Background: an optimization exercise with open tools, aiming at small area. Do not read the settings as production practice.
Function was checked by simulation only, so behaviour that the tests miss may differ from the original.
Power is estimated from default activity; no workload was simulated.

## trial 14
// updown
module updown ( din, ncs, nrd, nwr, a0, a1, clk, start, reset, cout, err, dir, ec, dout, dout_en ) ;
input wire [7:0]din ;
input wire ncs ;
input wire nrd ;
input wire nwr ;
input wire a0 ;
input wire a1 ;
input wire clk ;
input wire start ;
input wire reset ;
output reg [7:0]cout ;
output reg dir ;
output reg err ;
output reg ec ;
output wire [7:0]dout ;
output wire dout_en ;
reg [7:0]PLR ;
reg [7:0]ULR ;
reg [7:0]LLR ;
reg [7:0]CCR ;
reg [7:0]cycle_count ;
reg posedge_start ;
reg stop_downcount ;
reg stop_upcount;
reg start_upcount ;
reg stop_load_plr ;
function [8:0] sub9;
  input [7:0] a;
  input [7:0] b;
  integer i;
  reg br;
  begin
    br = 1'b0;
    for (i = 0; i < 8; i = i + 1) begin
      sub9[i] = a[i] ^ b[i] ^ br;
      br = (~a[i] & b[i]) | (~(a[i] ^ b[i]) & br);
For scale: roughly 470 cells after synthesis, roughly 56 flip-flops.
export LEC_CHECK = 0
export CAP_MARGIN = 20
export CORE_MARGIN = 2
export CORE_UTILIZATION = 40
export CTS_BUF_LIST = sky130_fd_sc_hd__clkbuf_8
export SLEW_MARGIN = 20
create_clock -name core_clock -period 8.0 [get_ports {clk}]
standard.sh (not shown) runs the stock make flow with config.mk's settings and CLKGATE_MAP_FILE= SYNTH_SCRIPT=/design/flow/synth_recipe.tcl, a recipe that flattens the netlist after the stock synthesis.
==> flow/flow/run.sh <==
#!/bin/bash
# Own layout flow: the standard ORFS flow (standard.sh), changed only in
#  - synthesis: the adder step keeps full adders only (no half adders), and the one ABC
#    mapping call runs an area script (deepsyn, then area mapping) with sixteen seeds,
#    keeping the smallest result; registers and all other synthesis steps are untouched;
#  - port buffers: buf_1 cells;
#  - clock tree: clkbuf_8 buffers, without the dummy loads CTS adds for balance.
# Each tool's full output goes to a log file in this folder (make_*.log) and under orfs/logs.
set -euo pipefail
W=$(pwd)
F=$W/flow
for s in $(seq 1 16); do
  sed "s/@SEED@/$s/" $F/abc_area.script > $W/abc_area_s$s.script
done
cat > $W/area_synth.tcl <<EOT
proc extract_fa {args} { yosys extract_fa -fa }
proc abc {args} {
  set lib [lindex \$args [expr {[lsearch -exact \$args -liberty] + 1}]]
  set i [lsearch -exact \$args -script]
  yosys design -save flow_pre_abc
  set best ""
  foreach s {1 2 3 4 5 6 7 8 9 10 11 12 13 14 15 16} {
    yosys design -load flow_pre_abc
    yosys abc {*}[lreplace \$args [expr {\$i + 1}] [expr {\$i + 1}] $W/abc_area_s\$s.script]
    set st [tee -q -s result.string stat -liberty \$lib]
    regexp {Chip area for module [^:]*: ([0-9.]+)} \$st -> area
    puts "area abc seed \$s: \$area"
    if {\$best eq "" || \$area < \$best} {
      set best \$area
      yosys design -save flow_best_abc
    }
  }
  yosys design -load flow_best_abc
  puts "area abc best: \$best"
}
source $W/synth_recipe.tcl
EOT
bash $W/standard.sh SYNTH_SCRIPT=$W/area_synth.tcl \
  "BUFFER_PORTS_ARGS=-buffer_cell sky130_fd_sc_hd__buf_1" \
  "CTS_ARGS=-sink_clustering_enable -repair_clock_nets -buf_list sky130_fd_sc_hd__clkbuf_8 -dont_use_dummy_load" \
  ${FLOW_TARGET:-finish} > $W/make_finish.log 2>&1
==> flow/flow/abc_area.script <==
&get -n
&st
&deepsyn -T 40 -S @SEED@
&put
dch -f
map -a -B 0
topo
## Diff of input files: trial 22 against trial 14
--- a/flow/design.v
+++ b/flow/design.v
@@ -186,17 +186,19 @@
     for (i = 0; i < 8; i = i + 1) begin
       tmask8[i] = t;
       t = t & (a[i] ^ dn);
     end
   end
 endfunction
 wire c_clr = reset | (start & p_out) ;
 wire c_ldp = ~c_clr & start & ~stop_load_plr & ~bothlow ;
-wire [7:0] c_cnt = cout ^ tmask8(cout, c_up | c_dn, c_dn) ;
+wire [7:0] c_ones  = tmask8(cout, 1'b1, 1'b0) ;    
+wire [7:0] c_zeros = tmask8(cout, 1'b1, 1'b1) ;    
+wire [7:0] c_cnt = cout ^ (({8{c_up}} & c_ones) | ({8{c_dn}} & c_zeros)) ;
 always @ (posedge clk)
   cout <= c_ldp ? PLR : (c_clr ? 8'h0 : c_cnt) ;
 always @ (posedge clk)
   if (reset)
     stop_load_plr <= 1'b0 ;
   else if (start)
     stop_load_plr <= 1'b1 ;
   else if (ec | (~nwr & ~posedge_start) | err)
Notes after the runs:
- Trial 22 | status: complete | timing, DRC, antenna: pass
- Row sequential power: trial 22 lower / trial 14 higher
- In the reports for trial 22 and trial 14, the smaller total routing usage reported by global routing belongs to trial 22.
- Destination of the critical timing path: cout[5]$_DFF_P_ -> trial 14, cout[7]$_DFF_P_ -> trial 22
- Diff trial 14 -> trial 22: power spent charging and discharging nets now sits lower; fraction of area in multi-input gates held; finished layout cell area ~0 delta.

---

## the baseline
updown with an RTL version that a note above also has.
Size: about 480 cells after synthesis, about 36 I/O pins, about 0.0035 mm² of cells after synthesis.
export LEC_CHECK = 0
export CAP_MARGIN = 20
export CORE_MARGIN = 2
export CORE_UTILIZATION = 40
export CTS_BUF_LIST = sky130_fd_sc_hd__clkbuf_8
export SLEW_MARGIN = 20
create_clock -name core_clock -period 8.0 [get_ports {clk}]
==> flow/flow/run.sh <==
#!/bin/bash
# Own layout flow: the standard ORFS flow (standard.sh), changed only in
#  - synthesis: the adder step keeps full adders only (no half adders), and the one ABC
#    mapping call runs an area script (deepsyn, then area mapping) with eight seeds,
#    keeping the smallest result; registers and all other synthesis steps are untouched;
#  - port buffers: buf_1 cells;
#  - clock tree: clkbuf_8 buffers, without the dummy loads CTS adds for balance.
# Each tool's full output goes to a log file in this folder (make_*.log) and under orfs/logs.
set -euo pipefail
W=$(pwd)
F=$W/flow
for s in 1 2 3 4 5 6 7 8; do
  sed "s/@SEED@/$s/" $F/abc_area.script > $W/abc_area_s$s.script
done
cat > $W/area_synth.tcl <<EOT
proc extract_fa {args} { yosys extract_fa -fa }
proc abc {args} {
  set lib [lindex \$args [expr {[lsearch -exact \$args -liberty] + 1}]]
  set i [lsearch -exact \$args -script]
  yosys design -save flow_pre_abc
  set best ""
  foreach s {1 2 3 4 5 6 7 8} {
    yosys design -load flow_pre_abc
    yosys abc {*}[lreplace \$args [expr {\$i + 1}] [expr {\$i + 1}] $W/abc_area_s\$s.script]
    set st [tee -q -s result.string stat -liberty \$lib]
    regexp {Chip area for module [^:]*: ([0-9.]+)} \$st -> area
    puts "area abc seed \$s: \$area"
    if {\$best eq "" || \$area < \$best} {
      set best \$area
      yosys design -save flow_best_abc
    }
  }
  yosys design -load flow_best_abc
  puts "area abc best: \$best"
}
source $W/synth_recipe.tcl
EOT
bash $W/standard.sh SYNTH_SCRIPT=$W/area_synth.tcl \
  "BUFFER_PORTS_ARGS=-buffer_cell sky130_fd_sc_hd__buf_1" \
  "CTS_ARGS=-sink_clustering_enable -repair_clock_nets -buf_list sky130_fd_sc_hd__clkbuf_8 -dont_use_dummy_load" \
  ${FLOW_TARGET:-finish} > $W/make_finish.log 2>&1
==> flow/flow/abc_area.script <==
&get -n
&st
&deepsyn -T 100 -S @SEED@
&put
dch -f
map -a -B 0
topo
The following lists how the candidate was set up differently from the baseline:
--- a/flow/design.v
+++ b/flow/design.v
@@ -186,19 +186,17 @@
     for (i = 0; i < 8; i = i + 1) begin
       tmask8[i] = t;
       t = t & (a[i] ^ dn);
     end
   end
 endfunction
 wire c_clr = reset | (start & p_out) ;
 wire c_ldp = ~c_clr & start & ~stop_load_plr & ~bothlow ;
-wire [7:0] c_ones  = tmask8(cout, 1'b1, 1'b0) ;    
-wire [7:0] c_zeros = tmask8(cout, 1'b1, 1'b1) ;    
-wire [7:0] c_cnt = cout ^ (({8{c_up}} & c_ones) | ({8{c_dn}} & c_zeros)) ;
+wire [7:0] c_cnt = cout ^ tmask8(cout, c_up | c_dn, c_dn) ;
 always @ (posedge clk)
   cout <= c_ldp ? PLR : (c_clr ? 8'h0 : c_cnt) ;
 always @ (posedge clk)
   if (reset)
     stop_load_plr <= 1'b0 ;
   else if (start)
     stop_load_plr <= 1'b1 ;
   else if (ec | (~nwr & ~posedge_start) | err)
[summary]
Taking the baseline as the reference, in the candidate core area -about 0.5%; share of synthesized cell area in full adder, half adder and majority cells ~0 delta; cell count -15. Post-synthesis average cell area ends up lower on the baseline. Utilization the baseline -> the candidate: down. | power per cell area | lower: the baseline |. Re clock group share of total power: the candidate is 4.7 points down on the baseline. Looking only at global-route usage, and setting everything else aside, the lower value of the candidate and the baseline goes to the baseline.

==> port drivers added, routing unchanged <==
In the flow no input, the clock included, has a driving cell. The finished layouts below were timed again as built, in two steps. Step 1 assumes that a clkbuf_16 drives the clock port and a buf_2 every other input. Step 2 moves the port delays by t, midway between the first and last clock arrival at a register: inputs arrive t later, outputs are due t later. That takes back most of the time a late clock gives input paths. Slacks: ideal ports / drivers / drivers and shift; pairs: ideal ports / drivers.
| run | t (ns) | setup WS [ns] | hold WS [ns] | worst setup path after step 2 | worst data-port slew with drivers (ns) |
|---|---|---|---|---|---|
| trial 14 | 0.351 | 0.837 / 0.837 / 0.837 | 0.495 / 0.495 / 0.495 | register to register | 0.03 |
| trial 22 | 0.340 | 0.849 / 0.849 / 0.849 | 0.450 / 0.450 / 0.450 | register to register | 0.03 |
| the baseline | 0.339 | 0.865 / 0.865 / 0.865 | 0.485 / 0.485 / 0.485 | register to register | 0.03 |
| the candidate | 0.351 | 0.837 / 0.837 / 0.837 | 0.495 / 0.495 / 0.495 | register to register | 0.03 |
After both steps setup and hold are still met in every run listed.
